Background: an optimization exercise with open tools, aiming at small area, a short achievable clock period and few clock cycles. Do not read the settings as production practice.
At most, simulation tests tie the RTL to the original design; equivalence was not proved.
No functional check of the RTL was part of run 3.
No activity file was given, so power comes from the tool's default toggle rates.

File: flow/run.sh
#!/bin/bash
# The standard layout (standard.sh), with the port buffers that global
# placement inserts made from the smallest plain buffer; timing repair
# resizes them where needed.
set -euo pipefail
bash standard.sh "BUFFER_PORTS_ARGS=-buffer_cell sky130_fd_sc_hd__buf_1" finish > standard_flow.log 2>&1
File: standard.sh
#!/bin/bash
# synth_recipe.tcl (not shown) runs the flow's synth.tcl, then flattens the netlist and writes it again
# the make line also repeats each setting of config.mk as NAME=value (left out here)
make -C /OpenROAD-flow-scripts/flow DESIGN_CONFIG=/design/flow/config.mk WORK_HOME=/design/flow/orfs CLKGATE_MAP_FILE= SYNTH_SCRIPT=/design/flow/synth_recipe.tcl "${@:-finish}"
File: config.mk
export PLATFORM = sky130hd
export DESIGN_NAME = cpu
export DESIGN_NICKNAME = cpu
export VERILOG_FILES = /design/flow/design.v
export SDC_FILE = /design/flow/constraint.sdc
export NUM_CORES = 4
export LEC_CHECK = 0
export ABC_AREA = 1
export CAP_MARGIN = 20
export CORE_MARGIN = 2
export CORE_UTILIZATION = 40
export SETUP_SLACK_MARGIN = 5
export SLEW_MARGIN = 20
File: constraint.sdc
create_clock -name core_clock -period 8.0 [get_ports {Clk}]
set_input_delay 1.6000 -clock core_clock [delete_from_list [all_inputs] [get_ports {Clk}]]
set_output_delay 1.6000 -clock core_clock [all_outputs]
set_load 0.01 [all_outputs]
File: design.v
`timescale 1ns / 1ps
module cpu(
    input             Clk,
    input             Reset_N,
    output     [15:0] i_address,
    input      [15:0] i_data,
    output reg        d_readM,
    output reg        d_writeM,
    output     [15:0] d_address,
    output     [15:0] d_wdata,
    input      [15:0] d_rdata,
    output reg [15:0] num_inst,
    output reg [15:0] output_port,
    output reg        is_halted
);
    reg [15:0] pc;
    reg [15:0] r0, r1, r2, r3;
    reg        ex_v;           
    reg [15:0] ex_a;           
    reg [15:0] ex_y;           
    reg        ex_cin;         
    reg [15:0] ex_alt;         
    reg        ex_pt;          
    reg        ex_br;          
    reg [1:0]  ex_bop;         
    reg [6:0]  ex_sel;         
    reg        ex_wen;         
    reg        ex_ld;          
    reg        ex_st;          
    reg        ex_wwd;         
    reg        ex_hlt;         
    reg        ex_fwd;         
    reg [1:0]  ex_dst;
    reg        mem_wen;
    reg [1:0]  mem_dst;
    reg        mem_ld;
    reg [15:0] mem_res;        
    reg [15:0] mem_wd;         
    assign i_address = pc;
    assign d_address = mem_res;
    assign d_wdata   = mem_wd;
    wire [15:0] mem_val = mem_ld ? d_rdata : mem_res;
    function [15:0] rf;
        input [1:0] a;
        case (a)
            2'd0: rf = r0;
            2'd1: rf = r1;
            2'd2: rf = r2;
            default: rf = r3;
        endcase
    endfunction
    wire [16:0] s_g0 = {ex_a & ex_y, ex_cin};
    wire [16:0] s_p0 = {ex_a ^ ex_y, 1'b0};
    wire [16:0] s_g1 = s_g0 | (s_p0 & {s_g0[15:0], 1'b0});
    wire [16:0] s_p1 = s_p0 & {s_p0[15:0], 1'b0};
    wire [16:0] s_g2 = s_g1 | (s_p1 & {s_g1[14:0], 2'b0});
    wire [16:0] s_p2 = s_p1 & {s_p1[14:0], 2'b0};
    wire [16:0] s_g3 = s_g2 | (s_p2 & {s_g2[12:0], 4'b0});
    wire [16:0] s_p3 = s_p2 & {s_p2[12:0], 4'b0};
    wire [16:0] s_g4 = s_g3 | (s_p3 & {s_g3[8:0], 8'b0});
    wire [15:0] sum  = s_p0[16:1] ^ s_g4[15:0];
    wire [15:0] res = ({16{ex_sel[0]}} & sum) |
                      ({16{ex_sel[1]}} & (ex_a & ex_y)) |
                      ({16{ex_sel[2]}} & (ex_a | ex_y)) |
                      ({16{ex_sel[3]}} & ~ex_a) |
                      ({16{ex_sel[4]}} & {ex_a[14:0], 1'b0}) |
                      ({16{ex_sel[5]}} & {ex_a[15], ex_a[15:1]}) |
                      ({16{ex_sel[6]}} & ex_alt);
    reg cond;
    always @(*) begin
        case (ex_bop)
            2'd0: cond = ex_a != ex_y;
            2'd1: cond = ex_a == ex_y;
            2'd2: cond = !ex_a[15] && ex_a != 16'h0000;
            default: cond = ex_a[15];
        endcase
    end
    wire flush = ex_br && (cond != ex_pt);
    wire [3:0]  iop  = i_data[15:12];
    wire [1:0]  irs  = i_data[11:10];
    wire [1:0]  irt  = i_data[9:8];
    wire [5:0]  ifn  = i_data[5:0];
    wire [7:0]  imm  = i_data[7:0];
    wire [15:0] pc1  = pc + 16'd1;
    wire i_r    = iop == 4'd15;
    wire i_br   = iop[3:2] == 2'b00;
    wire i_jmp  = iop == 4'd9 || iop == 4'd10;
    wire i_jal  = iop == 4'd10;
    wire i_jr   = i_r && (ifn == 6'd25 || ifn == 6'd26);
    wire i_jrl  = i_r && ifn == 6'd26;
    wire i_alu  = i_r && ifn[5:3] == 3'd0;
    wire i_tcp  = i_alu && ifn[2:0] == 3'd5;
    wire i_sub  = i_alu && ifn[2:0] == 3'd1;
    wire i_adi  = iop == 4'd4;
    wire i_ori  = iop == 4'd5;
    wire i_lhi  = iop == 4'd6;
    wire i_ld   = iop == 4'd7;
    wire i_st   = iop == 4'd8;
    wire [7:0]  k_x  = pc1[7:0];
    wire [7:0]  k_g0 = k_x & imm;
    wire [7:0]  k_p0 = k_x | imm;
    wire        k_gb = (k_x[1] & imm[1]) | ((k_x[1] & k_x[0]) & imm[0]) |
                       ((imm[1] & k_x[0]) & imm[0]);
    wire [7:0]  k_g1 = {k_g0[7:2] | (k_p0[7:2] & k_g0[6:1]), k_gb, k_g0[0]};
    wire [7:0]  k_p1 = k_p0 & {k_p0[6:0], 1'b0};
    wire [7:0]  k_g2 = k_g1 | (k_p1 & {k_g1[5:0], 2'b0});
    wire [7:0]  k_p2 = k_p1 & {k_p1[5:0], 2'b0};
    wire [7:0]  k_g3 = k_g2 | (k_p2 & {k_g2[3:0], 4'b0});
    wire [7:0]  t_lo = k_x ^ (imm ^ {k_g3[6:0], 1'b0});
    wire        t_c8 = k_g3[7];
    wire [7:0]  hi_p = pc1[15:8] + 8'd1;
    wire [7:0]  hi_m = pc1[15:8] - 8'd1;
    wire [7:0]  hi_0 = imm[7] ? hi_m : pc1[15:8];    
    wire [7:0]  hi_1 = imm[7] ? pc1[15:8] : hi_p;    
    wire [7:0]  t_hi = ({8{t_c8}} & hi_1) | ({8{~t_c8}} & hi_0);
    wire [15:0] i_tgt = {t_hi, t_lo};
    wire        i_req = irs == irt;
    reg         i_bt;
    always @(*) begin
        case (iop[1:0])
            2'd0: i_bt = imm[7] || !i_req;
            2'd1: i_bt = imm[7] || i_req;
            2'd2: i_bt = 1'b1;
            default: i_bt = imm[7];
        endcase
        i_bt = i_bt && i_br;
    end
    wire i_use_rs = !(i_lhi || i_jmp);
    wire i_use_rt = (i_alu && ifn[2:1] == 2'd0) || (i_alu && ifn[2:1] == 2'd1) ||
                    i_st || iop == 4'd0 || iop == 4'd1;
    wire i_wen = i_adi || i_ori || i_lhi || i_ld || i_jal || i_alu || i_jrl;
    wire [1:0] i_dst = (i_jal || i_jrl) ? 2'd2 : i_r ? i_data[7:6] : irt;
    wire ex_w    = ex_v && ex_wen;
    wire hit_rs  = ex_w && ex_dst == irs;
    wire hit_b   = ex_w && ex_dst == irt;
    wire ld_wait = ex_ld && ((i_use_rs && ex_dst == irs) || (i_use_rt && ex_dst == irt));
    wire jr_wait = i_jr && hit_rs && !ex_fwd;
    wire stall   = ld_wait || jr_wait;
    wire [15:0] a_base = (mem_wen && mem_dst == irs) ? mem_val : rf(irs);
    wire [15:0] b_base = (mem_wen && mem_dst == irt) ? mem_val : rf(irt);
    wire [15:0] a_val  = hit_rs ? res : a_base;
    wire [15:0] b_val  = hit_b ? res : b_base;
    wire [15:0] i_rsv  = a_val;
    wire        a_zero = i_tcp || i_lhi;
    wire        y_inv  = i_sub || i_tcp;
    wire        y_reg  = i_r || i_br;
    reg  [15:0] y_imm;
    always @(*) begin
        case (iop[1:0])
            2'd1:    y_imm = {8'h00, imm};            
            2'd2:    y_imm = {imm, 8'h00};            
            default: y_imm = {{8{imm[7]}}, imm};      
        endcase
    end
    reg [15:0] npc;
    always @(*) begin
        if (flush)      npc = ex_alt;
        else if (stall) npc = pc;
        else if (i_jmp) npc = {pc1[15:12], i_data[11:0]};
        else if (i_bt)  npc = i_tgt;
        else if (i_jr)  npc = i_rsv;
        else            npc = pc1;
    end
    wire go = !flush && !stall;
    always @(posedge Clk or negedge Reset_N) begin
        if (!Reset_N) begin
            pc          <= 16'h0000;
            r0 <= 16'h0000; r1 <= 16'h0000; r2 <= 16'h0000; r3 <= 16'h0000;
            ex_v        <= 1'b0;
            ex_wen      <= 1'b0;
            ex_ld       <= 1'b0;
            ex_st       <= 1'b0;
            ex_br       <= 1'b0;
            ex_wwd      <= 1'b0;
            ex_hlt      <= 1'b0;
            mem_wen     <= 1'b0;
            mem_ld      <= 1'b0;
            d_readM     <= 1'b0;
            d_writeM    <= 1'b0;
            num_inst    <= 16'h0000;
            output_port <= 16'h0000;
            is_halted   <= 1'b0;
        end else begin
            pc <= npc;
            ex_v   <= go;
            ex_wen <= go && i_wen;
            ex_ld  <= go && i_ld;
            ex_st  <= go && i_st;
            ex_br  <= go && i_br;
            ex_wwd <= go && i_r && ifn == 6'd28;
            ex_hlt <= go && i_r && ifn == 6'd29;
            mem_wen  <= ex_w;
            mem_ld   <= ex_ld;
            d_readM  <= ex_ld;
            d_writeM <= ex_st;
            if (mem_wen) begin
                case (mem_dst)
                    2'd0: r0 <= mem_val;
                    2'd1: r1 <= mem_val;
                    2'd2: r2 <= mem_val;
                    default: r3 <= mem_val;
                endcase
            end
            if (ex_v) num_inst <= num_inst + 16'd1;
            if (ex_wwd) output_port <= ex_a;
            if (ex_hlt) is_halted <= 1'b1;
        end
    end
    always @(posedge Clk) begin
        ex_a    <= a_val & {16{~a_zero}};
        ex_y    <= (i_tcp ? a_val : y_reg ? b_val : y_imm) ^ {16{y_inv}};
        ex_cin  <= y_inv;
        ex_alt  <= i_st ? b_val : (i_bt || !i_br) ? pc1 : i_tgt;
        ex_pt   <= i_bt;
        ex_bop  <= iop[1:0];
        ex_sel  <= {i_jal || i_jrl,
                    i_alu && ifn[2:0] == 3'd7,
                    i_alu && ifn[2:0] == 3'd6,
                    i_alu && ifn[2:0] == 3'd4,
                    (i_alu && ifn[2:0] == 3'd3) || i_ori || i_lhi,
                    i_alu && ifn[2:0] == 3'd2,
                    (i_alu && (ifn[2:0] == 3'd0 || ifn[2:0] == 3'd1 || ifn[2:0] == 3'd5)) ||
                    i_adi || i_ld || i_st};
        ex_fwd  <= i_ori || i_lhi;
        ex_dst  <= i_dst;
        mem_dst <= ex_dst;
        mem_res <= res;
        mem_wd  <= ex_alt;
    end
endmodule
==> impl_metrics.py, run 1 <==
metrics = {
    "worst_setup_path": {
        "worstPathRequired_ps": 8430,
        "reg2reg_slack_ps": 5120,
        "arrival_ps": 3500,
        "reg2reg_depth": 18,
        "critPathKind": "in -> reg",
        "start_kind": "primary input",
        "cp_max_fo": 6,
        "r2r_start": "ex_a[12]",
        "r2r_end": "pc[6]",
        "end_kind": "flip-flop",
    },
    "logic_synthesis": {
        "synth-xor-area-share_pct": 2.19,
        "ys_seq_elements": 219,
        "muxShareOfSynthArea_pct": 0,
        "synth_cells": 1975,
        "syn_nets": 2052,
        "yosysUniqueCellTypes": 54,
        "synth_area_per_cell_um2": 6.89,
        "synth_top_family_by_area": "simple AND/OR/NAND/NOR gates",
        "synthFlopType": "dfrtp_1",
        "synth_edf_count": 0,
        "ys_warn_count": 1,
        "synthSimpleGateAreaFrac_pct": 29.6,
        "synth_compound_area_share_pct": 17.9,
        "synth-seq-area-share_pct": 36.7,
        "synth_area_um2": 13600,
        "synth_fa_ha_area_share_pct": 4.01,
        "synthArstFlopShare_pct": 56.2,
    },
    "clock_network": {
        "worstSkewPairLatency_ps": 550,
        "cts.htree.levels": 1,
        "cts_made_buffers": 26,
        "cts.sinks": 219,
        "clk_pin_slew_ps": 60,
        "clockBufferDepth": 3,
        "holdBufCountCts": 0,
        "cts_tree": "built",
        "clockRootBuffer": "clkbuf_16",
    },
    "sta": {
        "period_needed_ps": 3070,
        "rsz0062_at_grt": "yes",
        "max_freq_mhz": 325,
        "finalHoldViolCount": 0,
        "fin_crit_sh_pct": 38.4,
        "finalSetupViolCount": 0,
        "clock-skew-final_ps": 30.3,
        "worstMarginPinSlew_ps": 940,
        "fin_tns_setup_ps": 0,
        "slew_violations": 0,
        "max-slew-margin-rel_pct": 37.3,
    },
    "placement": {
        "routabilityCongestion": 0.995,
        "hpwlAfterDp_um": 40400,
        "numPortBuffers": 116,
    },
    "power_and_ir_drop": {
        "power.leakage_nw": 7.74,
        "vdd_drop_max_uv": 175,
        "power_density_nw_per_um2": 323,
        "power_mw": 5.41,
    },
    "global_routing": {
        "grt_overflow": 0,
        "grt_pass1_wl_um": 82400,
        "first_global_vias": 13400,
        "antenna_found_initial": 2,
        "grt_util_all_layers_pct": 30.4,
        "grt_start_max_net_pins": 67,
    },
    "hold_path": {
        "min_to": "mem_ld",
        "min_path_cells": 0,
        "holdCritStartpoint": "ex_ld",
        "hold_path_class": "reg -> reg",
    },
    "die": {
        "fp.dieW_um": 188,
        "rows": 67,
        "initial_core_util_pct": 40.6,
        "coreArea_um2": 33500,
        "die_y_um": 188,
        "die_area_um2": 35500,
        "pin_count": 117,
    },
    "drt": {
        "wirelength_um": 56000,
        "drt-initial-drc-count": 1675,
        "drcViolationCount": 0,
        "ant_nets": 0,
        "drt-wirelength-per-cell_um": 21.5,
        "firstDrtPassIters": 6,
        "vias": 14700,
        "vias_per_cell": 5.62,
    },
    "final_layout": {
        "fin_nets": 2218,
        "syn_to_final_growth_pct": 22.9,
        "final_common_cell": "nand2_1",
        "drive_gt1_share_pct": 16.2,
        "n_antenna_cell": 0,
        "layout_common_cells": "498 x nand2_1, 217 x inv_1, 161 x nor2_1",
    },
    "run": {
        "drv_cap": 0,
    },
    "run_status": {
        "status": "finished clean",
    },
}
==> state kept, by name, summed over array words and instances (netlist names), 2 cells and up <==
name         count
ex_a            16
ex_alt          16
ex_bop           2
ex_dst           2
ex_sel           7
ex_y            16
mem_dst          2
mem_res         16
mem_wd          16
num_inst        16
output_port     16
pc              16
r0              16
r1              16
r2              16
r3              16
==> worst max-delay path by stage <==
stage,from,slack (ps),endpoint
CTS,i_data[10],4980,pc[9]
global placement,i_data[12],3130,pc[2]
floorplan,i_data[12],4880,pc[11]
detailed placement,i_data[12],3030,pc[9]
global route,i_data[10],4860,pc[2]
finish,i_data[10],4930,pc[9]
==> metal layers <==
layer,up-vias,global-route usage (%),wire length (um)
met5,-,0,0
li1,6830,-,-
met1,7027,42.3,24300
met4,0,11.1,2160
met2,699,47.3,24600
met3,118,5.14,4970
==> worst max-delay path, cell delays in order <==
cell        delay (ps)
buf_12             100
clkinvlp_4         230
o21ai_2            280
inv_4               90
nand2_8            110
buf_4              120
o211ai_1            80
o211ai_1           240
nand3_1            270
nand2_1            120
nand3_1             90
nand3_1             90
nand2_1             50
==> cell families after synthesis <==
| kind of cell | Yosys count |
|---|---|
| DFF | 219 |
| and+or+nand+nor | 938 |
| xor gates and xnor gates | 34 |
| buffers and inverters | 324 |
| AOI/OAI and AO/OA | 417 |
| adders and majority gates | 43 |
==> metrics by stage <==
| stage | hold WS, ps | instances | instance area (um2) | setup WS, ps | util, % |
|---|---|---|---|---|---|
| finish | 402 | 2609 | 16700 | 4930 | 49.9 |
| global route | 415 | 2609 | 16700 | 4860 | 49.9 |
| CTS | 376 | 2558 | 15900 | 4980 | 47.3 |
| detailed placement | 384 | 2469 | 14400 | 3030 | 43.0 |
| global placement | 394 | 2469 | 14400 | 3130 | 43.0 |
| floorplan | 331 | 1975 | 13800 | 4880 | - |
==> power breakdown <==
part	total (mW)	leakage, nW	internal [mW]	switching (mW)
clock network	1.23	0.424	0.717	0.509
registers	1.86	2.34	1.46	0.402
logic	2.32	4.97	0.751	1.57
total	5.41	7.74	2.93	2.48
==> synthesized netlist by cell type (8+ instances only) <==
cell type | number | area (um2)
xnor2_1 | 9 | 78.8
inv_2 | 8 | 30.0
dfxtp_1 | 96 | 1920
dfrtp_1 | 123 | 3080
xor2_1 | 25 | 219
nor3_1 | 14 | 70.1
nand2_1 | 531 | 1990
nand4_1 | 18 | 113
nand3_1 | 133 | 666
or2_2 | 18 | 113
nor2_1 | 170 | 638
a211oi_1 | 9 | 67.6
ha_1 | 42 | 526
o21ai_0 | 154 | 771
clkbuf_1 | 41 | 154
and2_1 | 11 | 68.8
o22ai_1 | 21 | 131
a21oi_1 | 120 | 601
buf_2 | 26 | 130
o211ai_1 | 49 | 368
a221oi_1 | 23 | 201
o21ai_1 | 8 | 40.0
inv_1 | 237 | 890
o2111ai_1 | 8 | 70.1
nand2_2 | 15 | 93.8
==> cell type report <==
type | count | area, um2
flip-flops and latches | 219 | 5010
multi-input cells | 1437 | 7940
repair buffers | 208 | 1300
well taps | 448 | 561
clock buffers | 32 | 726
inverters | 245 | 997
repair inverters | 4 | 30.0
clock inverters | 16 | 166
fillers | 3408 | 16800
==> repair_timing <==
item / in CTS / in global routing
endpoints found under the setup margin: 73 / 52
pin swaps: 16 / 56
gates cloned: 3 / 7
resized for setup: 76 / 148
buffers inserted: 38 / 44
Testbench counts, summed over its fixed seeds: cycles 315,823.
==> run 2, diff against run 1 <==
==> flow/run.sh (replaced) <==
#!/bin/bash
# The standard layout (standard.sh), with the port buffers that global
# placement inserts made from the second-smallest plain buffer; timing repair
# resizes them where needed.
set -euo pipefail
bash standard.sh "BUFFER_PORTS_ARGS=-buffer_cell sky130_fd_sc_hd__buf_2" finish > standard_flow.log 2>&1
==> impl_metrics.py, run 2 <==
metrics = {
    "sta": {
        "worstMarginPinSlew_ps": 910,
        "slew_violations": 0,
        "rsz0062_at_grt": "yes",
        "clock-skew-final_ps": 25.4,
        "fin_tns_setup_ps": 0,
        "period_needed_ps": 3000,
        "finalSetupViolCount": 0,
        "max_freq_mhz": 333,
        "max-slew-margin-rel_pct": 39.3,
        "finalHoldViolCount": 0,
        "fin_crit_sh_pct": 37.5,
    },
    "clock_network": {
        "clk_pin_slew_ps": 60,
        "clockRootBuffer": "clkbuf_16",
        "holdBufCountCts": 0,
        "worstSkewPairLatency_ps": 560,
        "clockBufferDepth": 3,
        "cts.htree.levels": 1,
        "cts.sinks": 219,
        "cts_tree": "built",
        "cts_made_buffers": 26,
    },
    "global_routing": {
        "antenna_found_initial": 2,
        "grt_pass1_wl_um": 82800,
        "grt_overflow": 0,
        "first_global_vias": 13400,
        "grt_start_max_net_pins": 74,
        "grt_util_all_layers_pct": 30.5,
    },
    "hold_path": {
        "hold_path_class": "reg -> reg",
    },
    "power_and_ir_drop": {
        "power.leakage_nw": 7.99,
        "power_density_nw_per_um2": 324,
        "power_mw": 5.41,
        "vdd_drop_max_uv": 210,
    },
    "worst_setup_path": {
        "arrival_ps": 3480,
        "worstPathRequired_ps": 8480,
        "end_kind": "flip-flop",
        "r2r_start": "ex_a[4]",
        "reg2reg_depth": 14,
        "cp_max_fo": 16,
        "critical_path.endpoint": "ex_y[11]",
        "startpoint": "i_data[9]",
        "reg2reg_slack_ps": 5150,
        "critPathKind": "in -> reg",
        "r2r_end": "ex_y[12]",
        "start_kind": "primary input",
    },
    "logic_synthesis": {
        "synth_most_common_cell": "nand2_1",
        "synthTopCellsByCount": "531 x nand2_1, 237 x inv_1, 170 x nor2_1",
        "synth-seq-area-share_pct": 36.7,
        "yosysTopAreaCell": "dfrtp_1",
        "synth_area_per_cell_um2": 6.89,
        "synthArstFlopShare_pct": 56.2,
        "yosysTopAreaCellShare_pct": 22.6,
        "synth_edf_count": 0,
        "syn_nets": 2052,
        "ys_warn_count": 1,
        "synth_cells": 1975,
        "yosysUniqueCellTypes": 54,
        "ys_seq_elements": 219,
        "synth_area_um2": 13600,
        "synth_area_leaders": "dfrtp_1 23%, nand2_1 15%, dfxtp_1 14%",
        "synthFlopType": "dfrtp_1",
    },
    "drt": {
        "vias_per_cell": 5.61,
        "wirelength_um": 56100,
        "drcViolationCount": 0,
        "vias": 14600,
        "drt-wirelength-per-cell_um": 21.6,
        "ant_nets": 0,
        "drt-initial-drc-count": 1629,
        "firstDrtPassIters": 6,
    },
    "final_layout": {
        "fin_nets": 2204,
        "drive_gt1_share_pct": 20.1,
        "finish.utilization_pct": 49.9,
        "layout_common_cells": "498 x nand2_1, 218 x inv_1, 159 x nor2_1",
        "syn_to_final_growth_pct": 22.8,
        "fin_cells": 2598,
        "final_common_cell": "nand2_1",
        "final_area_um2": 16700,
    },
    "placement": {
        "dpl-instance-area_um2": 14600,
        "numPortBuffers": 116,
        "dp_cells": 2469,
        "hpwlAfterDp_um": 40800,
        "routabilityCongestion": 0.997,
    },
    "die": {
        "coreArea_um2": 33500,
        "rows": 67,
        "initial_core_util_pct": 40.6,
        "die_y_um": 188,
        "fp.dieW_um": 188,
        "pin_count": 117,
        "die_area_um2": 35500,
    },
    "run_status": {
        "status": "finished clean",
    },
    "run": {
        "drv_cap": 0,
    },
}
## run 2: cell counts after synthesis
No cell type changed its count.
## run 2: per-layer routing
metal	wire, um	GRT usage (%)
met4	2370	12.8
met1	24000	42.2
met5	0	0
met2	24700	46.8
met3	5030	5.77
## run 2: worst min-delay path by stage
stage                       endpoint       from  cells past startpoint
after floorplan             d_writeM      ex_st                      0
after global placement    mem_dst[1]  ex_dst[1]                      0
after detailed placement  mem_dst[1]  ex_dst[1]                      0
after CTS                 mem_dst[1]  ex_dst[1]                      0
after global routing      mem_dst[1]  ex_dst[1]                      0
final                     mem_dst[1]  ex_dst[1]                      0
## run 2: report_power, final
part | internal, mW | total [mW] | switching (mW)
sequential | 1.46 | 1.85 | 0.392
clock | 0.680 | 1.19 | 0.509
combinational | 0.793 | 2.37 | 1.58
## run 2: cell type report
type | instances | area [um2]
Fill cell | 3460 | 16800
Clock buffer | 34 | 731
Inverter | 245 | 992
Timing Repair Buffer | 196 | 1350
Tap cell | 448 | 561
Antenna cell | 4 | 10.0
Timing Repair inverter | 4 | 25.0
Sequential cell | 219 | 5010
Clock inverter | 13 | 118
Multi-Input combinational cell | 1435 | 7930
## run 2: cells by family after synthesis
kind of cell,count (synthesis),synth area share (%)
simple gates,938,29.6
buf+inv,324,9.57
compound gates,417,17.9
flops,219,36.7
xor+xnor,34,2.19
fa+ha+maj,43,4.01
## run 2: repair_timing
action / in CTS / in global routing
gates resized for setup: 68 / 123
buffers inserted: 23 / 45
pin swaps: 17 / 30
cloned: 4 / 6
endpoints found under the setup margin: 72 / 49
## run 2: critical path, cell delays in order
cell      delay [ps]
buf_4            170
inv_4            140
o22ai_1          100
inv_2            160
nand2_4          170
o211ai_1         400
nand2_1          200
o211ai_1         350
nand2_1           90
o21ai_1           80
## run 2: through the flow
step                      hold slack (ps)  setup slack [ps]
final                                 404              5000
after global routing                  416              4920
after CTS                             403              4950
after detailed placement              393              3150
after global placement                385              3270
after floorplan                       331              4880
==> run 3, diff against run 2 <==
--- a/design.v
+++ b/design.v
@@ -40,6 +40,30 @@
     assign d_address = mem_res;
     assign d_wdata   = mem_wd;
     wire [15:0] mem_val = mem_ld ? d_rdata : mem_res;
+    function [15:0] inc16;
+        input [15:0] x;
+        integer i;
+        begin
+            for (i = 0; i < 16; i = i + 1)
+                inc16[i] = x[i] ^ (&(x | ({16{1'b1}} << i)));
+        end
+    endfunction
+    function [7:0] inc8;
+        input [7:0] x;
+        integer i;
+        begin
+            for (i = 0; i < 8; i = i + 1)
+                inc8[i] = x[i] ^ (&(x | ({8{1'b1}} << i)));
+        end
+    endfunction
+    function [7:0] dec8;
+        input [7:0] x;
+        integer i;
+        begin
+            for (i = 0; i < 8; i = i + 1)
+                dec8[i] = x[i] ^ ~(|(x & ~({8{1'b1}} << i)));
+        end
+    endfunction
     function [15:0] rf;
         input [1:0] a;
         case (a)
@@ -81,7 +105,7 @@
     wire [1:0]  irt  = i_data[9:8];
     wire [5:0]  ifn  = i_data[5:0];
     wire [7:0]  imm  = i_data[7:0];
-    wire [15:0] pc1  = pc + 16'd1;
+    wire [15:0] pc1  = inc16(pc);
     wire i_r    = iop == 4'd15;
     wire i_br   = iop[3:2] == 2'b00;
     wire i_jmp  = iop == 4'd9 || iop == 4'd10;
@@ -108,8 +132,8 @@
     wire [7:0]  k_g3 = k_g2 | (k_p2 & {k_g2[3:0], 4'b0});
     wire [7:0]  t_lo = k_x ^ (imm ^ {k_g3[6:0], 1'b0});
     wire        t_c8 = k_g3[7];
-    wire [7:0]  hi_p = pc1[15:8] + 8'd1;
-    wire [7:0]  hi_m = pc1[15:8] - 8'd1;
+    wire [7:0]  hi_p = inc8(pc1[15:8]);
+    wire [7:0]  hi_m = dec8(pc1[15:8]);
     wire [7:0]  hi_0 = imm[7] ? hi_m : pc1[15:8];    
     wire [7:0]  hi_1 = imm[7] ? pc1[15:8] : hi_p;    
     wire [7:0]  t_hi = ({8{t_c8}} & hi_1) | ({8{~t_c8}} & hi_0);
@@ -201,7 +225,7 @@
                     default: r3 <= mem_val;
                 endcase
             end
-            if (ex_v) num_inst <= num_inst + 16'd1;
+            if (ex_v) num_inst <= inc16(num_inst);
             if (ex_wwd) output_port <= ex_a;
             if (ex_hlt) is_halted <= 1'b1;
         end
==> impl_metrics.py, run 3 <==
metrics = {
    "hold_path": {
        "hold_path_class": "reg -> reg",
        "min_to": "d_writeM",
        "holdCritStartpoint": "ex_st",
        "min_path_cells": 0,
    },
    "logic_synthesis": {
        "synth_edf_count": 0,
        "synth_area_leaders": "dfrtp_1 23%, nand2_1 15%, dfxtp_1 14%",
        "synth-seq-area-share_pct": 36.9,
        "synth_cells": 1983,
        "yosysTopAreaCell": "dfrtp_1",
        "ys_seq_elements": 219,
        "yosysTopAreaCellShare_pct": 22.7,
        "syn_nets": 2070,
        "synth_area_um2": 13600,
        "synthArstFlopShare_pct": 56.2,
        "synthTopCellsByCount": "550 x nand2_1, 253 x inv_1, 164 x nor2_1",
        "yosysUniqueCellTypes": 51,
        "synthFlopType": "dfrtp_1",
        "synth_area_per_cell_um2": 6.83,
        "ys_warn_count": 1,
        "synth_most_common_cell": "nand2_1",
    },
    "sta": {
        "finalHoldViolCount": 0,
        "clock-skew-final_ps": 28.0,
        "hold_slack_ps": 354,
        "fin_crit_sh_pct": 38.0,
        "rsz0062_at_grt": "yes",
        "fin_tns_setup_ps": 0,
        "slew_violations": 0,
        "worstMarginPinSlew_ps": 1050,
        "max_freq_mhz": 329,
        "setup_slack_ps": 4960,
        "finalSetupViolCount": 0,
        "period_needed_ps": 3040,
        "max-slew-margin-rel_pct": 29.1,
    },
    "drt": {
        "drt-wirelength-per-cell_um": 20.3,
        "vias_per_cell": 5.44,
        "drt-initial-drc-count": 1625,
        "firstDrtPassIters": 6,
        "wirelength_um": 52600,
        "drcViolationCount": 0,
        "vias": 14100,
        "ant_nets": 0,
    },
    "power_and_ir_drop": {
        "power_density_nw_per_um2": 322,
        "power.leakage_nw": 8.17,
        "vdd_drop_max_uv": 200,
    },
    "worst_setup_path": {
        "worstPathCellList": "buf_4 -> o21ai_0 -> a21oi_1 -> nand2_1 -> buf_12 -> clkinvlp_4 -> nand2_1 -> nand3_1 -> o21ai_1 -> o211ai_1 -> o21ai_0",
        "cp_slowest_cell": "o21ai_0",
        "critPathKind": "in -> reg",
        "cp_max_fo": 26,
        "start_kind": "primary input",
        "worstPathRequired_ps": 8440,
        "end_kind": "flip-flop",
        "arrival_ps": 3480,
        "reg2reg_slack_ps": 5100,
        "max_stage_delay_ps": 290,
        "crit_family": "compound AO/OA/AOI/OAI gates",
        "r2r_end": "ex_y[10]",
        "worst-path-buf-inv": 3,
        "r2r_start": "ex_a[1]",
        "reg2reg_depth": 15,
    },
    "global_routing": {
        "first_global_vias": 13000,
        "grt_start_max_net_pins": 67,
        "grt_util_all_layers_pct": 29.0,
        "grt_overflow": 0,
        "antenna_found_initial": 0,
        "grt_pass1_wl_um": 79200,
    },
    "final_layout": {
        "fin_cells": 2594,
        "final_common_cell": "nand2_1",
        "fin_nets": 2213,
        "layout_common_cells": "521 x nand2_1, 242 x inv_1, 152 x nor2_1",
        "drive_gt1_share_pct": 18.1,
        "syn_to_final_growth_pct": 22.1,
        "n_antenna_cell": 0,
        "final_area_um2": 16500,
    },
    "clock_network": {
        "clockBufferDepth": 3,
        "clockRootBuffer": "clkbuf_16",
        "cts.htree.levels": 1,
        "cts_made_buffers": 26,
        "cts_tree": "built",
        "clk_pin_slew_ps": 60,
        "holdBufCountCts": 0,
        "worstSkewPairLatency_ps": 550,
        "cts.sinks": 219,
    },
    "die": {
        "pin_count": 117,
        "rows": 67,
        "initial_core_util_pct": 40.5,
        "fp.dieW_um": 188,
        "die_area_um2": 35400,
        "die_y_um": 188,
        "coreArea_um2": 33400,
    },
    "placement": {
        "routabilityCongestion": 0.952,
        "hpwlAfterDp_um": 38700,
        "place_ws_ps": 3760,
        "numPortBuffers": 116,
        "dpl-instance-area_um2": 14500,
        "dp_cells": 2484,
    },
    "run": {
        "drv_cap": 0,
    },
    "run_status": {
        "status": "finished clean",
    },
}
[run 3: cell types whose count changed in the layout (fill, tap and decap cells not counted), sizes merged, moves of 12 or more]
| cell | change |
|---|---|
| inv | +24 |
| a221oi | -21 |
| nand3 | +14 |
| o211ai | -14 |
| o21ai | -14 |
| nand2 | +12 |
[run 3: final cells by class]
type                       count  area [um2]
clock buffer                  33         749
clock inverter                15         120
fill                        3323       16900
inverter                     265        1060
multi-input combinational   1427        7700
sequential                   219        5010
tap                          448         561
timing repair buffer         185        1330
timing repair inverter         2        11.3
[run 3: cells by family after synthesis]
group,synth area share [%]
muxes,0.554
adders and majority gates,4.95
buffers and inverters,9.95
AOI/OAI and AO/OA,16.7
and+or+nand+nor,28.9
xor gates and xnor gates,2.00
DFF,36.9
[run 3: repair_timing]
action | 4_1_cts | 5_1_grt
setup endpoints to repair | 70 | 49
pin swaps | 9 | 37
gates cloned | 5 | 2
buffers inserted | 23 | 32
resized for setup | 76 | 113
hold endpoints to repair | 0 | 0
[run 3: worst max path at each step]
stage          cells after the start  slack [ps]  startpoint      end
6_report                          11        4960   i_data[8]  ex_y[0]
5_1_grt                           18        4900  i_data[13]    pc[3]
4_1_cts                           14        4980  i_data[11]    pc[2]
3_5_place_dp                      17        3760  i_data[12]    pc[3]
3_3_place_gp                       8        3750   i_data[4]  ex_a[1]
2_1_floorplan                     17        4880  i_data[12]   pc[10]
[run 3: per-layer routing]
| metal | up-vias | wire length [um] | GRT usage [%] |
|---|---|---|---|
| met5 | - | 0 | 0 |
| met4 | 0 | 2140 | 11.1 |
| met1 | 6590 | 23600 | 41.8 |
| li1 | 6749 | - | - |
| met2 | 674 | 22500 | 43.6 |
| met3 | 104 | 4400 | 4.60 |
[run 3: report_power, final]
| part | internal (mW) | switching, mW | total (mW) |
|---|---|---|---|
| Combinational | 0.815 | 1.51 | 2.33 |
| Sequential | 1.46 | 0.349 | 1.81 |
| Clock | 0.675 | 0.519 | 1.19 |
[run 3: per-stage QoR]
step | util [%] | total power, mW
global route | 49.5 | 5.67
CTS | 47.4 | 5.17
finish | 49.5 | 5.33
floorplan | - | 3.09
global placement | 43.3 | 3.89
detailed placement | 43.3 | 3.91

## static timing again, ports no longer ideal
The flow's constraints put no driver on any port. The routed layouts listed below were extracted and timed again, unchanged, in two steps.
Step 1 assumes that a clkbuf_16 drives the clock port and a buf_2 every other input.
Step 2 moves the port delays by t, midway between the first and last clock arrival at a register: inputs arrive t later, outputs are due t later. That takes back most of the time a late clock gives input paths.
Slacks: ideal ports / drivers / drivers and shift; pairs: ideal ports / drivers.
run | t (ns) | setup WS [ns] | worst setup path at the end | latest minus earliest clock arrival (ns) | slew at the worst register clock pin (ns)
run 1 | 0.591 | 4.925 / 4.916 / 4.325 | input to register | 0.036 / 0.036 | 0.07 / 0.07
run 2 | 0.595 | 4.998 / 5.022 / 4.429 | input to register | 0.026 / 0.026 | 0.07 / 0.07
run 3 | 0.586 | 4.956 / 4.986 / 4.400 | input to register | 0.029 / 0.028 | 0.08 / 0.08
After both steps every run listed still meets setup and hold. The setup slack of run 1, which loses most, moves by -0.009 ns with the drivers and by -0.600 ns with both steps.
